Context: an optimization exercise on an open-source flow, tuned for small area. The choices shown serve that exercise and are no tape-out recipe. The RTL was checked by simulation tests, not by an equivalence proof against the original design.

v6:
==> module waveform_generator_v5, before the edit <==
module waveform_generator_v5 #(
    parameter integer DATA_WIDTH    = 16,
    parameter integer IDX_W         = 5,
    parameter integer GAIN_W        = 8,
    parameter integer LUT_ADDR_W    = 6,
    parameter integer PHASE_W       = 16,
    parameter integer STARTUP_DELAY = 0
)(
    input  wire                   clk,
    input  wire                   rst_n,
    input  wire [31:0]            s_axis_tdata,
    input  wire                   s_axis_tvalid,
    output wire                   s_axis_tready,
    output wire                   active_bank_o,
    output wire [31:0]            m_axis_tdata,
    output wire                   m_axis_tvalid,
    input  wire                   m_axis_tready
);
    assign s_axis_tready = 1'b1;
    wire [3:0] cmd = s_axis_tdata[31:28];
    reg we_idx, we_gain, cpend, safe;
    reg        wch;
    reg [2:0]  wtone;
    reg [7:0]  wdata;
    always @(posedge clk or negedge rst_n) begin
        if (!rst_n) begin
            we_idx <= 1'b0; we_gain <= 1'b0; cpend <= 1'b0; safe <= 1'b1;
        end else begin
            we_idx  <= s_axis_tvalid && (cmd == 4'h1);
            we_gain <= s_axis_tvalid && (cmd == 4'h2);
            cpend   <= s_axis_tvalid && (cmd == 4'hF) && safe;
            if (s_axis_tvalid && (cmd == 4'hC)) safe <= s_axis_tdata[0];
        end
    end
    always @(posedge clk) begin
        wch   <= s_axis_tdata[27];
        wtone <= s_axis_tdata[26:24];
        wdata <= s_axis_tdata[7:0];
    end
    reg act, pa;
    always @(posedge clk or negedge rst_n) begin
        if (!rst_n) begin act <= 1'b0; pa <= 1'b0; end
        else begin act <= act ^ cpend; pa <= act; end
    end
    assign active_bank_o = act;
    wire [4:0] wdi = rst_n ? wdata[4:0] : 5'd0;
    wire [7:0] wdg = rst_n ? wdata : 8'd0;
    reg  [2:0] wcnt;
    wire ov = (wcnt == 3'd5);
    reg  vld0, vld1;
    wire cl = ~ov | ~vld1;
    always @(posedge clk or negedge rst_n) begin
        if (!rst_n) wcnt <= 3'd0;
        else if (!ov) wcnt <= wcnt + 3'd1;
    end
    wire [15:0] chsum [0:1];
    genvar c, t;
    generate
        for (c = 0; c < 2; c = c + 1) begin : CH
            wire [47:0] av;
            wire [63:0] gv;
            for (t = 0; t < 8; t = t + 1) begin : TN
                reg [4:0] bi0, bi1;
                reg [7:0] bg0, bg1;
                wire wsel = (wch == c) && (wtone == t);
                always @(posedge clk) begin
                    if ((we_idx  && wsel &&  act) || !rst_n) bi0 <= wdi;
                    if ((we_idx  && wsel && !act) || !rst_n) bi1 <= wdi;
                    if ((we_gain && wsel &&  act) || !rst_n) bg0 <= wdg;
                    if ((we_gain && wsel && !act) || !rst_n) bg1 <= wdg;
                end
                wire [4:0] ci = pa ? bi1 : bi0;
                wire [7:0] cg = pa ? bg1 : bg0;
                reg  [15:0] ph;
                wire [15:0] phn;
                awg_phase u_ph (.ph(ph), .ix(ci & {5{cl}}), .phn(phn));
                always @(posedge clk or negedge rst_n) begin
                    if (!rst_n) ph <= 16'd0;
                    else ph <= phn;
                end
                wire [4:0] x = ph[14:10];
                reg  [5:0] a;
                always @(posedge clk) a <= {ph[15], x[4] ? (5'd16 - {1'b0, x[3:0]}) : x};
                assign av[6*t +: 6] = a;
                assign gv[8*t +: 8] = cg;
            end
            awg_chsum u_sum (.a(av), .g(gv), .y(chsum[c]));
        end
    endgenerate
    reg [31:0] d1, d2, d3, d4, d5;
    always @(posedge clk) begin
        if (cl) begin
            d1 <= {chsum[0], chsum[1]};
            d2 <= d1; d3 <= d2; d4 <= d3; d5 <= d4;
        end
    end
    reg [31:0] dat0, dat1;
    wire push = ov & ~vld1;
    wire pop  = vld0 & m_axis_tready;
    always @(posedge clk or negedge rst_n) begin
        if (!rst_n) begin
            vld0 <= 1'b0; vld1 <= 1'b0;
        end else begin
            if (pop) begin
                if (vld1) begin vld0 <= 1'b1; vld1 <= 1'b0; end
                else vld0 <= 1'b0;
            end
            if (push) begin
                if (!vld0 || pop) vld0 <= 1'b1;
                else vld1 <= 1'b1;
            end
        end
    end
    always @(posedge clk) begin
        if (pop && vld1) dat0 <= dat1;
        if (push && (!vld0 || pop)) dat0 <= d5;
        if (push && vld0 && !pop) dat1 <= d5;
    end
    assign m_axis_tdata  = dat0;
    assign m_axis_tvalid = vld0;
endmodule
clock: 11.0 ns
lec_check: 0
abc_area: 1
abc_clock_period_in_ps: 11000
cap_margin: 20
core_margin: 2
core_utilization: 50
cts_buf_list: sky130_fd_sc_hd__clkbuf_16
cts_cluster_diameter: 100
cts_cluster_size: 20
slew_margin: 20
standard.sh (not shown) runs the stock make flow with config.mk's settings and CLKGATE_MAP_FILE= SYNTH_SCRIPT=/design/flow/synth_recipe.tcl, a recipe that flattens the netlist after the stock synthesis.
==> flow/flow/run.sh <==
#!/bin/bash
# Own flow: the standard synthesis, then netlist clean-up, then the standard flow's
# standard layout from the cleaned netlist to finish.
# Clean-up (flow/fainv.py, flow/reabc.sh), repeated three times:
#  * fainv.py removes redundant inverters around full-adder cells (sky130 fa
#    is self-dual, so an adder may take complemented inputs and give
#    complemented outputs; xor2/xnor2 absorb inverted inputs);
#  * reabc.sh re-maps the remaining combinational cells with ABC for area,
#    keeping flip-flops, adder cells and tie cells as they are.
# Registers (names, count, cell types) are those of the standard synthesis.
set -euo pipefail
R=orfs/results/${FLOW_PLATFORM}/waveform_generator_v5/base
bash standard.sh synth > flow_synth.log 2>&1
cp "$R/1_2_yosys.v" net_0.v
python3 flow/fainv.py net_0.v net_1.v > fainv_1.log 2>&1
bash flow/reabc.sh net_1.v net_2.v reabc_2.log > /dev/null
python3 flow/fainv.py net_2.v net_3.v > fainv_3.log 2>&1
bash flow/reabc.sh net_3.v net_4.v reabc_4.log > /dev/null
python3 flow/fainv.py net_4.v net_5.v > fainv_5.log 2>&1
cp net_5.v "$R/1_2_yosys.v"
rm -f "$R/1_synth.odb" "$R/1_synth.sdc"
bash standard.sh > flow_finish.log 2>&1
Other scripts of this flow, unchanged in this note and not shown: flow/flow/fainv.py, flow/flow/reabc.sh
In summary, v6 completed successfully, with a layout that passed the timing, DRC and antenna checks.
Setup changes, v6 to v7
--- a/flow/design.v
+++ b/flow/design.v
@@ -45,6 +45,5 @@
     end
     assign active_bank_o = act;
-    wire [4:0] wdi = rst_n ? wdata[4:0] : 5'd0;
-    wire [7:0] wdg = rst_n ? wdata : 8'd0;
+    wire swap = act ^ pa;
     reg  [2:0] wcnt;
     wire ov = (wcnt == 3'd5);
@@ -62,15 +61,17 @@
             wire [63:0] gv;
             for (t = 0; t < 8; t = t + 1) begin : TN
-                reg [4:0] bi0, bi1;
-                reg [7:0] bg0, bg1;
+                reg [4:0] ci, oi;
+                reg [7:0] cg, og;
                 wire wsel = (wch == c) && (wtone == t);
-                always @(posedge clk) begin
-                    if ((we_idx  && wsel &&  act) || !rst_n) bi0 <= wdi;
-                    if ((we_idx  && wsel && !act) || !rst_n) bi1 <= wdi;
-                    if ((we_gain && wsel &&  act) || !rst_n) bg0 <= wdg;
-                    if ((we_gain && wsel && !act) || !rst_n) bg1 <= wdg;
+                always @(posedge clk or negedge rst_n) begin
+                    if (!rst_n) begin
+                        ci <= 5'd0; oi <= 5'd0; cg <= 8'd0; og <= 8'd0;
+                    end else begin
+                        ci <= swap ? oi : ci;
+                        cg <= swap ? og : cg;
+                        oi <= (we_idx  && wsel) ? wdata[4:0] : (swap ? ci : oi);
+                        og <= (we_gain && wsel) ? wdata      : (swap ? cg : og);
+                    end
                 end
-                wire [4:0] ci = pa ? bi1 : bi0;
-                wire [7:0] cg = pa ? bg1 : bg0;
                 reg  [15:0] ph;
                 wire [15:0] phn;
==> results.txt <==
- Sort v7 and v6 by area after synthesis, descending, and v7 comes first.
- Relative to v6, global-route usage increased by 1.3 points in v7.
- Compared with v6, v7 shows worst reg-to-reg path cell count lower by 5.
- [v7] minimum clock period after layout fell 310 ps relative to v6
- v7 against v6: worst setup slack moved up, post-layout instance area moved up.
- v7 — part of the cycle the worst path needs 2.8 points lower, v6 as reference
- Summary of v7 over v6: critical path data arrival time fell 250 ps, count of placed standard cells including taps rose by 777.


Starting RTL as in the previous note.
clock: 11.0 ns
lec_check: 0
abc_area: 1
abc_clock_period_in_ps: 11000
cap_margin: 10
core_margin: 2
core_utilization: 62
cts_buf_list: sky130_fd_sc_hd__clkbuf_16
cts_cluster_diameter: 120
cts_cluster_size: 24
slew_margin: 10
==> flow/flow/run.sh <==
#!/bin/bash
# Own flow: the standard synthesis, then netlist clean-up, then the standard flow's
# standard layout from the cleaned netlist to finish.
# Clean-up (flow/fainv.py, flow/reabc.sh), repeated three times:
#  * fainv.py removes redundant inverters around full-adder cells (sky130 fa
#    is self-dual, so an adder may take complemented inputs and give
#    complemented outputs; xor2/xnor2 absorb inverted inputs);
#  * reabc.sh re-maps the remaining combinational cells with ABC for area,
#    keeping flip-flops, full-adder cells and tie cells as they are.
# Registers (names, count, cell types) are those of the standard synthesis.
set -euo pipefail
R=orfs/results/${FLOW_PLATFORM}/waveform_generator_v5/base
bash standard.sh synth > flow_synth.log 2>&1
cp "$R/1_2_yosys.v" net_0.v
python3 flow/fainv.py net_0.v net_1.v > fainv_1.log 2>&1
bash flow/reabc.sh net_1.v net_2.v reabc_2.log > /dev/null
python3 flow/fainv.py net_2.v net_3.v > fainv_3.log 2>&1
bash flow/reabc.sh net_3.v net_4.v reabc_4.log > /dev/null
python3 flow/fainv.py net_4.v net_5.v > fainv_5.log 2>&1
cp net_5.v "$R/1_2_yosys.v"
rm -f "$R/1_synth.odb" "$R/1_synth.sdc"
bash standard.sh > flow_finish.log 2>&1
Other scripts of this flow, unchanged in this note and not shown: flow/flow/fainv.py, flow/flow/reabc.sh
Rerun with:
--- a/flow/design.v
+++ b/flow/design.v
@@ -50,15 +50,15 @@
     wire ov = (wcnt == 3'd5);
     reg  vld0, vld1;
     wire cl = ~ov | ~vld1;
     always @(posedge clk or negedge rst_n) begin
         if (!rst_n) wcnt <= 3'd0;
         else if (!ov) wcnt <= wcnt + 3'd1;
     end
-    wire [15:0] chsum [0:1];
+    wire [18:0] chsum [0:1];
     genvar c, t;
     generate
         for (c = 0; c < 2; c = c + 1) begin : CH
             wire [47:0] av;
             wire [63:0] gv;
             for (t = 0; t < 8; t = t + 1) begin : TN
                 reg [4:0] bi0, bi1;
@@ -84,19 +84,28 @@
                 always @(posedge clk) a <= {ph[15], x[4] ? (5'd16 - {1'b0, x[3:0]}) : x};
                 assign av[6*t +: 6] = a;
                 assign gv[8*t +: 8] = cg;
             end
             awg_chsum u_sum (.a(av), .g(gv), .y(chsum[c]));
         end
     endgenerate
-    reg [31:0] d1, d2, d3, d4, d5;
+    function [15:0] sat16;
+        input [18:0] v;
+    begin
+        sat16 = (v[18:15] == {4{v[15]}}) ? v[15:0] : (v[18] ? 16'h8000 : 16'h7fff);
+    end
+    endfunction
+    reg [18:0] d1a, d1b;
+    reg [31:0] d2, d3, d4, d5;
     always @(posedge clk) begin
         if (cl) begin
-            d1 <= {chsum[0], chsum[1]};
-            d2 <= d1; d3 <= d2; d4 <= d3; d5 <= d4;
+            d1a <= chsum[0];
+            d1b <= chsum[1];
+            d2 <= {sat16(d1a), sat16(d1b)};
+            d3 <= d2; d4 <= d3; d5 <= d4;
         end
     end
     reg [31:0] dat0, dat1;
     wire push = ov & ~vld1;
     wire pop  = vld0 & m_axis_tready;
     always @(posedge clk or negedge rst_n) begin
         if (!rst_n) begin
@@ -119,15 +128,15 @@
     end
     assign m_axis_tdata  = dat0;
     assign m_axis_tvalid = vld0;
 endmodule
 module awg_chsum (
     input  wire [47:0] a,    
     input  wire [63:0] g,    
-    output wire [15:0] y     
+    output wire [18:0] y     
 );
     function [14:0] qrom;
         input [4:0] k;
         reg [14:0] r;
     begin
         case (k)
             5'd0: r = 15'd0;
@@ -3029,15 +3038,15 @@
     wire n2850 = n2772 ^ n2830;
     wire n2851 = n2773 ^ n2816;
     wire n2852 = n2774 ^ n2832;
     wire n2853 = n2775 ^ n2808;
     wire n2854 = n2776 ^ n2834;
     wire n2855 = n2777 ^ n2818;
     wire [18:0] s = {n2855, n2854, n2853, n2852, n2851, n2850, n2849, n2848, n2847, n2846, n2845, n2844, n2843, n2842, n2841, n2840, n2839, n2838, n2759};
-    assign y = (s[18:15] == {4{s[15]}}) ? s[15:0] : (s[18] ? 16'h8000 : 16'h7fff);
+    assign y = s;
 endmodule
 module awg_phase (
     input  wire [15:0] ph,
     input  wire [4:0]  ix,
     output wire [15:0] phn
 );
     function [3:0] hf;
Effect: Final cell count stays flat. Count of clock-buffer cells in the layout rose by 3. Non-clock buffer count is lower by 93.

==> afterwards: timing with drivers on the ports <==
The flow's constraints put no driver on any port. The routed layouts listed below were extracted and timed again, unchanged, in two steps. Step 1 assumes that a clkbuf_16 drives the clock port and a buf_2 every other input. Step 2 moves the port delays by t, midway between the first and last clock arrival at a register: inputs arrive t later, outputs are due t later. That takes back most of the time a late clock gives input paths. Three values: no drivers, after step 1, after step 2; two values: the first two.
run	shift t [ns]	setup WS [ns]	hold slack, ns
v6	0.770	0.491 / 0.491 / 0.491	0.401 / 0.401 / 0.401
v7	0.845	0.798 / 0.798 / 0.798	0.403 / 0.403 / 0.403
the first run of note 2	0.779	0.424 / 0.424 / 0.424	0.404 / 0.404 / 0.404
the second run of note 2	0.782	1.017 / 1.017 / 1.017	0.394 / 0.394 / 0.394
After both steps every run listed still meets setup and hold.
